What follows belongs to an exercise in optimizing a design on an open flow for small area; a production flow would make more cautious choices.
RTL that was checked went through simulation tests only; none was proved equivalent to the original.
Power is estimated from default activity; no workload was simulated.

## Segway
module Segway(clk,RST_n,INERT_SS_n,INERT_MOSI,INERT_SCLK,
              INERT_MISO,INERT_INT,A2D_SS_n,A2D_MOSI,A2D_SCLK,
			  A2D_MISO,PWM1_lft,PWM2_lft,PWM1_rght,PWM2_rght,
			  OVR_I_lft,OVR_I_rght,piezo_n,piezo,RX);
Size: roughly 2,900 cells after synthesis, about 360 flip-flops.
clock: 12.0 ns
lec_check: 0
abc_area: 1
cap_margin: 20
core_margin: 2
core_utilization: 55
slew_margin: 20
standard.sh (not shown) runs the stock make flow with config.mk's settings and CLKGATE_MAP_FILE= SYNTH_SCRIPT=/design/flow/synth_recipe.tcl, a recipe that flattens the netlist after the stock synthesis.
==> flow/flow/run.sh <==
#!/bin/bash
set -euo pipefail
export FLOW_FLOW_DIR=$(cd "$(dirname "${BASH_SOURCE[0]}")" && pwd)
CTS_SIZE=${CTS_SIZE:-18}
CTS_DIAM=${CTS_DIAM:-70}
{ cat "$FLOW_FLOW_DIR/abc_override.tcl"; cat synth_recipe.tcl; } > my_synth.tcl
bash standard.sh SYNTH_SCRIPT=$PWD/my_synth.tcl \
  "SYNTH_OPERATIONS_ARGS=-extra-map $FLOW_FLOW_DIR/lcu_ripple.v" \
  ADDER_MAP_FILE= \
  "CTS_ARGS=-sink_clustering_enable -repair_clock_nets -sink_clustering_size $CTS_SIZE -sink_clustering_max_diameter $CTS_DIAM -buf_list sky130_fd_sc_hd__clkbuf_8 -dont_use_dummy_load" \
  "BUFFER_PORTS_ARGS=-buffer_cell sky130_fd_sc_hd__buf_1" \
  finish > flow.log 2>&1
==> flow/flow/abc_override.tcl <==
# Map with an area-oriented ABC script instead of the flow's default one.
# Only the combinational mapping changes; the registers are mapped before.
proc abc {args} {
  set i [lsearch -exact $args -script]
  if { $i >= 0 } {
    set args [lreplace $args [expr {$i + 1}] [expr {$i + 1}] $::env(FLOW_FLOW_DIR)/area.abc]
  }
  yosys abc {*}$args
}
==> flow/flow/area.abc <==
strash
dc2
dch -f
amap
strash
&get -n
&deepsyn -T 60
&put
dch -f
amap
topo
==> flow/flow/lcu_ripple.v <==
(* techmap_celltype = "$lcu" *)
module _80_lcu_ripple (P, G, CI, CO);
	parameter WIDTH = 2;
	(* force_downto *)
	input [WIDTH-1:0] P, G;
	input CI;
	(* force_downto *)
	output [WIDTH-1:0] CO;
	genvar i;
	generate for (i = 0; i < WIDTH; i = i + 1) begin : g
		if (i == 0)
			assign CO[i] = G[i] | (P[i] & CI);
		else
			assign CO[i] = G[i] | (P[i] & CO[i-1]);
	end endgenerate
endmodule
Next try:
--- a/flow/design.v
+++ b/flow/design.v
@@ -305,15 +305,15 @@
   output signed [15:0] ptch;
   output signed [15:0] ptch_rt;
   output reg vld;
   output SS_n,SCLK,MOSI;
   reg [9:0] timer;			 
   reg [7:0] ptch_rt_h,ptch_rt_l;
   reg INT_ff1,INT_ff2;
-  reg [2:0] cmd_id;			 
+  reg race;					 
   logic wrt;
   logic clr_tmr;
   logic capture_ptchl,capture_ptchh;
   logic capture_AZl;
   wire done, init;
   wire [7:0] inert_data;
   wire [3:0] bit_cntr;
@@ -323,28 +323,30 @@
   state_t state,nxt_state;
   SPI_mnrch #(8) iSPI(.clk(clk),.rst_n(rst_n),.SS_n(SS_n),.SCLK(SCLK),
                   .MISO(MISO),.wrt(wrt),.done(done),
 				  .rd_data(inert_data),.bit_cntr(bit_cntr),.init(init),
 				  .bw(1'b0),.bin(1'b0),.bl(1'b0),.bld(8'h00));
   logic [15:0] cmd;
   always_comb
-    case (cmd_id)
-      3'd0: cmd = 16'h0D02;
-      3'd1: cmd = 16'h1053;
-      3'd2: cmd = 16'h1150;
-      3'd3: cmd = 16'h1460;
-      3'd4: cmd = 16'hA200;
-      3'd5: cmd = 16'hA300;
-      3'd6: cmd = 16'hAC00;
+    case (race ? WAIT : state)
+      INIT2: cmd = 16'h0D02;
+      INIT3: cmd = 16'h1053;
+      INIT4: cmd = 16'h1150;
+      WAIT:  cmd = 16'h1460;
+      PTCHL: cmd = 16'hA200;
+      PTCHH: cmd = 16'hA300;
+      AZL:   cmd = 16'hAC00;
       default: cmd = 16'hAD00;
     endcase
   assign MOSI = cmd[~bit_cntr];
   always_ff @(posedge clk)
     if (init)
-      cmd_id <= state[2:0];
+      race <= 1'b0;
+    else if (wrt)
+      race <= 1'b1;
   assign win = (state == AZH) && (&timer[9:6]);
   inertial_integrator iINT(.clk(clk), .rst_n(rst_n), .vld(vld),
                            .ptch_rt(ptch_rt), .AZ(AZ), .ptch(ptch),
                            .win(win), .step(timer[5:0]), .cur(dl_in), .dl(dl));
   always_ff @(posedge clk) begin
 	  INT_ff1 <= INT;
 	  INT_ff2 <= INT_ff1;
@@ -506,21 +508,21 @@
 	end
 	else begin
 		assign I_term = {{3{integrator[17]}}, integrator[17:6]};
 	end
 	endgenerate
 	assign D_term_temp = {{3{ptch_rt[15]}} ,ptch_rt[15:6]};
 	assign D_term = ~D_term_temp;
-	assign I_term_sext = {I_term[14],I_term};
-	assign D_term_sext = {{3{D_term[12]}},D_term};
-	assign PID_sum = {{6{ptch_err_sat[9]}}, ptch_err_sat} * 16'sd12 + I_term_sext + D_term_sext;
+	wire signed [17:0] PID_sum18 = {{8{ptch_err_sat[9]}}, ptch_err_sat} * 18'sd12 +
+	                               {integrator[17], integrator[17:1]} +
+	                               {{5{D_term[12]}}, D_term};
 	always_ff @(posedge clk)
-		PID_cntrl <= (~PID_sum[15] && (|PID_sum[14:11]))? 12'h7ff:
-							(PID_sum[15] && !(&PID_sum[14:11]))? 12'h800:
-							{PID_sum[15],PID_sum[10:0]};
+		PID_cntrl <= (~PID_sum18[17] && (|PID_sum18[16:11]))? 12'h7ff:
+							(PID_sum18[17] && !(&PID_sum18[16:11]))? 12'h800:
+							{PID_sum18[17],PID_sum18[10:0]};
 endmodule
 module SegwayMath(clk, PID_cntrl, ss_tmr, steer_sc, en_steer, pwr_up, lft_mag, lft_sgn, rght_mag, rght_sgn, too_fast);
 input clk;
 input signed [11:0] PID_cntrl;
 input [7:0] ss_tmr;
 input signed [9:0] steer_sc;	 
 input en_steer, pwr_up;
Outcome: Worst setup slack gains 0.092 ns. Count of clock-buffer cells in the layout climbs by 3. Area after synthesis climbs by about 1%. Power goes down by 12%. Via count came out higher by 3.7%. Design area came out higher by 1.3%.
For the second run of this note, only the layout was checked, not whether the RTL still works.

* * *

Another version of the RTL of Segway (not shown whole).
Size in the first run: about 2900 cells after synthesis, roughly 350 flip-flops, about 21000 sq um of cells after synthesis.
==> module inert_intf, before the edit <==
module inert_intf(clk,rst_n,ptch,ptch_rt,vld,SS_n,SCLK,
                  MOSI,MISO,INT,boot,win,dl_in,dl,azl_ld,azl_d,azl_q);
  parameter fast_sim = 1;
  input clk, rst_n;
  input MISO;
  input INT;
  output win;				 
  output dl_in;			 
  input [7:0] dl;			 
  output azl_ld;			 
  output [7:0] azl_d;
  input [7:0] azl_q;		 
  input boot;				 
  output signed [15:0] ptch;
  output signed [15:0] ptch_rt;
  output reg vld;
  output SS_n,SCLK,MOSI;
  reg [9:0] timer;			 
  reg [7:0] ptch_rt_h,ptch_rt_l;
  reg INT_ff1,INT_ff2;
  reg race;					 
  logic wrt;
  logic clr_tmr;
  logic capture_ptchl,capture_ptchh;
  logic capture_AZl;
  wire done, init;
  wire [7:0] inert_data;
  wire [3:0] bit_cntr;
  wire signed [15:0] AZ;
  typedef enum reg [3:0] {INIT1,INIT2,INIT3,INIT4,WAIT,PTCHL,PTCHH,
                          AZL,AZH} state_t;
  state_t state,nxt_state;
  SPI_mnrch #(8) iSPI(.clk(clk),.rst_n(rst_n),.SS_n(SS_n),.SCLK(SCLK),
                  .MISO(MISO),.wrt(wrt),.done(done),
				  .rd_data(inert_data),.bit_cntr(bit_cntr),.init(init),
				  .bw(1'b0),.bin(1'b0),.bl(1'b0),.bld(8'h00));
  logic [15:0] cmd;
  always_comb
    case (race ? WAIT : state)
      INIT2: cmd = 16'h0D02;
      INIT3: cmd = 16'h1053;
      INIT4: cmd = 16'h1150;
      WAIT:  cmd = 16'h1460;
      PTCHL: cmd = 16'hA200;
      PTCHH: cmd = 16'hA300;
      AZL:   cmd = 16'hAC00;
      default: cmd = 16'hAD00;
    endcase
  assign MOSI = cmd[~bit_cntr];
  always_ff @(posedge clk)
    if (init)
      race <= 1'b0;
    else if (wrt)
      race <= 1'b1;
  assign win = (state == AZH) && (&timer[9:6]);
  inertial_integrator iINT(.clk(clk), .rst_n(rst_n), .vld(vld),
                           .ptch_rt(ptch_rt), .AZ(AZ), .ptch(ptch),
                           .win(win), .step(timer[5:0]), .cur(dl_in), .dl(dl));
  always_ff @(posedge clk) begin
	  INT_ff1 <= INT;
	  INT_ff2 <= INT_ff1;
	end
  always_ff @(posedge clk,negedge rst_n)
    if (!rst_n)
	  state <= INIT1;
	else
	  state <= nxt_state;
  always_ff @(posedge clk, negedge rst_n)
    if (!rst_n)
	   timer <= 0;
	 else if (clr_tmr)
	   timer <= 0;
	 else
	   timer <= timer + 1;
  always_comb begin
    clr_tmr = 0;
    wrt = 0;
	capture_ptchl = 0;
	capture_ptchh = 0;
	capture_AZl = 0;
	vld = 0;
	nxt_state = INIT1;
	 case (state)
	   INIT1 : begin
		  if (boot) begin
		    wrt = 1;
		    nxt_state = INIT2;
		  end
	   end
	   INIT2 : begin
		  if (&timer) begin
		    wrt = 1;
		    nxt_state = INIT3;
		  end else
		    nxt_state = INIT2;
	   end
	   INIT3 : begin
		  if (&timer) begin
		    wrt = 1;
		    nxt_state = INIT4;
		  end else
		    nxt_state = INIT3;
	   end
	   INIT4 : begin
		  if (&timer) begin
		    wrt = 1;
		    nxt_state = WAIT;
		  end else 
		    nxt_state = INIT4;
	   end
	   WAIT : begin
	     if (INT_ff2) begin
		    wrt = 1;
		    clr_tmr = 1;
		    nxt_state = PTCHL;
		  end else
		    nxt_state = WAIT;
	   end
	   PTCHL : begin
		  capture_ptchl = done;
		  if (&timer) begin
		    wrt = 1;
		    nxt_state = PTCHH;
		  end else
		    nxt_state = PTCHL;
      end
	   PTCHH : begin
		  capture_ptchh = done;
		  if (&timer) begin
		    wrt = 1;
		    nxt_state = AZL;
		  end else
		    nxt_state = PTCHH;
      end
	   AZL : begin
		  capture_AZl = done;
		  if (&timer) begin
		    wrt = 1;
		    nxt_state = AZH;
		  end else
		    nxt_state = AZL;
      end
	   AZH : begin
		  if (&timer) begin
		    vld = 1;
		    nxt_state = WAIT;
		  end else
		    nxt_state = AZH;
      end
	   default : begin
	  	  clr_tmr = 1;
	     nxt_state = INIT1;
	   end
	 endcase
  end
  always_ff @(posedge clk, negedge rst_n)
    if (!rst_n)
	  ptch_rt_l <= 8'h00;
    else if (capture_ptchl)
	  ptch_rt_l <= inert_data;
  always_ff @(posedge clk, negedge rst_n)
    if (!rst_n)
	  ptch_rt_h <= 8'h00;
    else if (capture_ptchh)
	  ptch_rt_h <= inert_data;
  assign azl_ld = capture_AZl;
  assign azl_d = inert_data;
  assign AZ = {inert_data,azl_q};
  assign ptch_rt = {ptch_rt_h,ptch_rt_l};
endmodule
==> flow/config.mk <==
export PLATFORM = sky130hd
export DESIGN_NAME = Segway
export DESIGN_NICKNAME = Segway
export VERILOG_FILES = /design/flow/design.v
export SDC_FILE = /design/flow/constraint.sdc
export NUM_CORES = 4
export LEC_CHECK = 0
export ABC_AREA = 1
export CAP_MARGIN = 20
export CORE_MARGIN = 2
export CORE_UTILIZATION = 55
export SLEW_MARGIN = 20
==> flow/constraint.sdc <==
create_clock -name core_clock -period 12.0 [get_ports {clk}]
set_input_delay 2.4000 -clock core_clock [delete_from_list [all_inputs] [get_ports {clk}]]
set_output_delay 2.4000 -clock core_clock [all_outputs]
set_load 0.01 [all_outputs]
Scripts as last shown in full above: flow/flow/run.sh, flow/flow/abc_override.tcl, flow/flow/area.abc, flow/flow/lcu_ripple.v
Next try:
--- a/flow/design.v
+++ b/flow/design.v
@@ -307,11 +307,11 @@
   output reg vld;
   output SS_n,SCLK,MOSI;
   reg [9:0] timer;			 
   reg [7:0] ptch_rt_h,ptch_rt_l;
   reg INT_ff1,INT_ff2;
-  reg race;					 
+  reg [2:0] cmd_id;			 
   logic wrt;
   logic clr_tmr;
   logic capture_ptchl,capture_ptchh;
   logic capture_AZl;
   wire done, init;
@@ -325,26 +325,24 @@
                   .MISO(MISO),.wrt(wrt),.done(done),
 				  .rd_data(inert_data),.bit_cntr(bit_cntr),.init(init),
 				  .bw(1'b0),.bin(1'b0),.bl(1'b0),.bld(8'h00));
   logic [15:0] cmd;
   always_comb
-    case (race ? WAIT : state)
-      INIT2: cmd = 16'h0D02;
-      INIT3: cmd = 16'h1053;
-      INIT4: cmd = 16'h1150;
-      WAIT:  cmd = 16'h1460;
-      PTCHL: cmd = 16'hA200;
-      PTCHH: cmd = 16'hA300;
-      AZL:   cmd = 16'hAC00;
+    case (cmd_id)
+      3'd0: cmd = 16'h0D02;
+      3'd1: cmd = 16'h1053;
+      3'd2: cmd = 16'h1150;
+      3'd3: cmd = 16'h1460;
+      3'd4: cmd = 16'hA200;
+      3'd5: cmd = 16'hA300;
+      3'd6: cmd = 16'hAC00;
       default: cmd = 16'hAD00;
     endcase
   assign MOSI = cmd[~bit_cntr];
   always_ff @(posedge clk)
     if (init)
-      race <= 1'b0;
-    else if (wrt)
-      race <= 1'b1;
+      cmd_id <= state[2:0];
   assign win = (state == AZH) && (&timer[9:6]);
   inertial_integrator iINT(.clk(clk), .rst_n(rst_n), .vld(vld),
                            .ptch_rt(ptch_rt), .AZ(AZ), .ptch(ptch),
                            .win(win), .step(timer[5:0]), .cur(dl_in), .dl(dl));
   always_ff @(posedge clk) begin
=>
- The new run finished with timing, DRC and antenna clean
- routed wire length decreases by 9.6%
- worst setup slack is better by 75 ps
- total power went up by 6.6%
- design area decreases by 1.8%
- final cell count went down by 2.1%
- via count drops by 5.1%
- hold slack got worse by 16 ps
- global-route usage goes down by 2.5 points
- critical path depth went down by 5
- count of clock-buffer cells in the layout came out lower by 2
No functional check of the RTL was part of the first run of this note.

* * *

Another version of the RTL of Segway (not shown whole).
For scale: about 370 flip-flops, ~20 I/O pins, ~0.022 mm² of cells after synthesis.
==> module inertial_integrator, before the edit <==
module inertial_integrator(clk, rst_n, vld, ptch_rt, AZ, ptch, win, step);
input clk, rst_n, vld;
input signed [15:0]ptch_rt;
input signed [15:0]AZ;
output signed [15:0]ptch;
input win;			 
input [5:0] step;	 
localparam [15:0] AZ_K = 16'hFF60;	 
reg signed [26:0]ptch_int;
assign ptch = ptch_int[26:11];
reg sc;				 
reg [8:1] d;		 
reg [2:0] cy;		 
reg ybit;			 
wire lo = (step < 6'd16);
wire az_b = AZ[step[3:0]];
wire k_b = AZ_K[step[3:0]];
wire cur = lo ? (az_b ^ k_b ^ sc) : d[1];
wire [5:0] pidx = step - 6'd13;
wire pb = (step < 6'd13) ? 1'b0 : (step > 6'd28) ? ~ptch[15] : ~ptch[pidx[3:0]];
wire [3:0] col = !cur + d[3] + d[6] + d[8] + pb + cy;
always_ff @(posedge clk) begin
	if (!win) begin
		sc <= 1'b0;
		d <= 8'h00;
		cy <= 3'b001;
	end else begin
		sc <= (az_b & k_b) | (az_b & sc) | (k_b & sc);
		d <= {d[7:1], cur};
		cy <= col[3:1];
	end
	ybit <= col[0];
end
wire fus_pos = ~ybit;
wire w = ptch_rt[15] & ~|ptch_rt[14:7] & (ptch_rt[6:0] < 7'h50);
wire [26:0] nb = ~{{11{ptch_rt[15]}}, ptch_rt};
wire [26:0] kk = {{10{~fus_pos | w}}, ~fus_pos ^ w, {5{~fus_pos}}, 11'h451};
always @(posedge clk, negedge rst_n)
	if(!rst_n)
		ptch_int <= 0;
	else if(vld)
		ptch_int <= ptch_int + nb + kk;
endmodule
==> module PID, before the edit <==
module PID(clk, rst_n, vld, pwr_up, rider_off, ptch, ptch_rt, PID_cntrl, ss_tmr);
	parameter fast_sim = 1;
	input clk, rst_n, vld, pwr_up, rider_off;
	input logic signed [15:0]ptch, ptch_rt;
	output logic signed [11:0]PID_cntrl;
	output [7:0]ss_tmr;
	logic signed [9:0] ptch_err_sat;
	logic signed [14:0]I_term;
	reg signed [17:0] integrator;
	wire signed [17:0]ptch_err_sat_sext;
	wire signed [17:0]I_mux1_mux2;
	wire signed[17:0]ptch_err_sat_sext_sum;
	wire I_overflow;
	logic signed [12:0]D_term_temp;
	logic signed [12:0]D_term;
	logic signed [15:0] I_term_sext, D_term_sext, PID_sum;
	reg [11:0] ss_pre;
	reg [7:0] ss_cnt;
	wire pre_wrap = (ss_pre == 12'h23F);
	always_ff @(posedge clk)begin
		if(!pwr_up) begin
			ss_cnt <= 8'h00;
			ss_pre <= 12'h000;
		end else if(!(&ss_cnt)) begin
			ss_pre <= pre_wrap ? 12'h000 : {ss_pre[10:0], ~(ss_pre[11] ^ ss_pre[5] ^ ss_pre[3] ^ ss_pre[0])};
			if (pre_wrap)
				ss_cnt <= ss_cnt + 1'b1;
		end
	end
	assign ss_tmr = ss_cnt;
	assign ptch_err_sat = (~ptch[15] && (|ptch[14:9]))?10'h1ff:
								(ptch[15] && !(&ptch[14:9]))? 10'h200:
								{ptch[15], ptch[8:0]};
	assign ptch_err_sat_sext = {{8{ptch_err_sat[9]}},ptch_err_sat};
	assign ptch_err_sat_sext_sum = ptch_err_sat_sext + integrator;
	assign I_overflow = (ptch_err_sat_sext[17] == integrator[17] && ptch_err_sat_sext_sum[17] != integrator[17])? 1:0;
	always_ff @(posedge clk)begin
		if(rider_off)
			integrator <= 0;
		else if(vld && !I_overflow)
			integrator <= ptch_err_sat_sext_sum;
	end
	generate if(fast_sim)begin
		assign I_term = (~integrator[17] && (|integrator[17:15]))? 15'h3fff:
						(integrator[17] && ~&integrator[17:15])? 15'h4000:
						integrator[15:1];
	end
	else begin
		assign I_term = {{3{integrator[17]}}, integrator[17:6]};
	end
	endgenerate
	assign D_term_temp = {{3{ptch_rt[15]}} ,ptch_rt[15:6]};
	assign D_term = ~D_term_temp;
	assign I_term_sext = {I_term[14],I_term};
	assign D_term_sext = {{3{D_term[12]}},D_term};
	assign PID_sum = {{6{ptch_err_sat[9]}}, ptch_err_sat} * 16'sd12 + I_term_sext + D_term_sext;
	always_ff @(posedge clk)
		PID_cntrl <= (~PID_sum[15] && (|PID_sum[14:11]))? 12'h7ff:
							(PID_sum[15] && !(&PID_sum[14:11]))? 12'h800:
							{PID_sum[15],PID_sum[10:0]};
endmodule
export LEC_CHECK = 0
export ABC_AREA = 1
export CAP_MARGIN = 20
export CORE_MARGIN = 2
export CORE_UTILIZATION = 40
export SLEW_MARGIN = 20
create_clock -name core_clock -period 12.0 [get_ports {clk}]
==> flow/flow/run.sh <==
#!/bin/bash
set -euo pipefail
export FLOW_FLOW_DIR=$(cd "$(dirname "${BASH_SOURCE[0]}")" && pwd)
CTS_SIZE=${CTS_SIZE:-18}
CTS_DIAM=${CTS_DIAM:-70}
{ cat "$FLOW_FLOW_DIR/abc_override.tcl"; cat synth_recipe.tcl; } > my_synth.tcl
bash standard.sh SYNTH_SCRIPT=$PWD/my_synth.tcl \
  "SYNTH_OPERATIONS_ARGS=-booth -extra-map $FLOW_FLOW_DIR/lcu_ripple.v" \
  ADDER_MAP_FILE= \
  "CTS_ARGS=-sink_clustering_enable -repair_clock_nets -sink_clustering_size $CTS_SIZE -sink_clustering_max_diameter $CTS_DIAM -buf_list sky130_fd_sc_hd__clkbuf_8 -dont_use_dummy_load" \
  finish > flow.log 2>&1
==> flow/flow/area.abc <==
strash
dc2
dch -f
amap
strash
dc2
dch -f
amap
topo
Scripts as last shown in full above: flow/flow/abc_override.tcl, flow/flow/lcu_ripple.v
The starting point went through all stages and came out clean.
Change:
--- a/flow/design.v
+++ b/flow/design.v
@@ -251,18 +251,18 @@
 wire lo = (step < 6'd16);
 wire az_b = AZ[step[3:0]];
 wire k_b = AZ_K[step[3:0]];
 wire cur = lo ? (az_b ^ k_b ^ sc) : d[1];
 wire [5:0] pidx = step - 6'd13;
 wire pb = (step < 6'd13) ? 1'b0 : (step > 6'd28) ? ~ptch[15] : ~ptch[pidx[3:0]];
-wire [3:0] col = !cur + d[3] + d[6] + d[8] + pb + cy;
+wire [3:0] col = cur + d[1] + d[2] + d[6] + d[8] + pb + cy;
 always_ff @(posedge clk) begin
 	if (!win) begin
 		sc <= 1'b0;
 		d <= 8'h00;
-		cy <= 3'b001;
+		cy <= 3'b000;
 	end else begin
 		sc <= (az_b & k_b) | (az_b & sc) | (k_b & sc);
 		d <= {d[7:1], cur};
 		cy <= col[3:1];
 	end
 	ybit <= col[0];
@@ -444,21 +444,23 @@
 	parameter fast_sim = 1;
 	input clk, rst_n, vld, pwr_up, rider_off;
 	input logic signed [15:0]ptch, ptch_rt;
 	output logic signed [11:0]PID_cntrl;
 	output [7:0]ss_tmr;
 	logic signed [9:0] ptch_err_sat;
+	localparam P_COEFF = 5'h0C; 
+	logic signed [14:0] P_term;
 	logic signed [14:0]I_term;
 	reg signed [17:0] integrator;
 	wire signed [17:0]ptch_err_sat_sext;
 	wire signed [17:0]I_mux1_mux2;
 	wire signed[17:0]ptch_err_sat_sext_sum;
 	wire I_overflow;
 	logic signed [12:0]D_term_temp;
 	logic signed [12:0]D_term;
-	logic signed [15:0] I_term_sext, D_term_sext, PID_sum;
+	logic signed [15:0] P_term_sext, I_term_sext, D_term_sext, PID_sum;
 	reg [11:0] ss_pre;
 	reg [7:0] ss_cnt;
 	wire pre_wrap = (ss_pre == 12'h23F);
 	always_ff @(posedge clk)begin
 		if(!pwr_up) begin
 			ss_cnt <= 8'h00;
@@ -470,12 +472,13 @@
 		end
 	end
 	assign ss_tmr = ss_cnt;
 	assign ptch_err_sat = (~ptch[15] && (|ptch[14:9]))?10'h1ff:
 								(ptch[15] && !(&ptch[14:9]))? 10'h200:
 								{ptch[15], ptch[8:0]};
+	assign P_term = ptch_err_sat * $signed(P_COEFF);
 	assign ptch_err_sat_sext = {{8{ptch_err_sat[9]}},ptch_err_sat};
 	assign ptch_err_sat_sext_sum = ptch_err_sat_sext + integrator;
 	assign I_overflow = (ptch_err_sat_sext[17] == integrator[17] && ptch_err_sat_sext_sum[17] != integrator[17])? 1:0;
 	always_ff @(posedge clk)begin
 		if(rider_off)
 			integrator <= 0;
@@ -490,15 +493,16 @@
 	else begin
 		assign I_term = {{3{integrator[17]}}, integrator[17:6]};
 	end
 	endgenerate
 	assign D_term_temp = {{3{ptch_rt[15]}} ,ptch_rt[15:6]};
 	assign D_term = ~D_term_temp;
+	assign P_term_sext = {P_term[14],P_term};
 	assign I_term_sext = {I_term[14],I_term};
 	assign D_term_sext = {{3{D_term[12]}},D_term};
-	assign PID_sum = {{6{ptch_err_sat[9]}}, ptch_err_sat} * 16'sd12 + I_term_sext + D_term_sext;
+	assign PID_sum = P_term_sext + I_term_sext + D_term_sext;
 	always_ff @(posedge clk)
 		PID_cntrl <= (~PID_sum[15] && (|PID_sum[14:11]))? 12'h7ff:
 							(PID_sum[15] && !(&PID_sum[14:11]))? 12'h800:
 							{PID_sum[15],PID_sum[10:0]};
 endmodule
 module SegwayMath(clk, PID_cntrl, ss_tmr, steer_pot, en_steer, pwr_up, lft_mag, lft_sgn, rght_mag, rght_sgn, too_fast);
Synthesized cell count drops by 0.99%. Combinational power drops by about 8%. Synthesized area hardly moves. Routed wire length came out higher by 0.63%. Global-route usage went up by 0.18 points. Sequential power is about the same. Die area stays flat. Flip-flop and latch count does not change. Clock power decreases by 9.1%. Design area barely changes. Utilization goes up by 0.48 points. Final cell count is lower by 0.97%. Worst hold slack gets better by 0.017 ns.
Function not checked in the first run of this note: the RTL went through the layout flow alone.
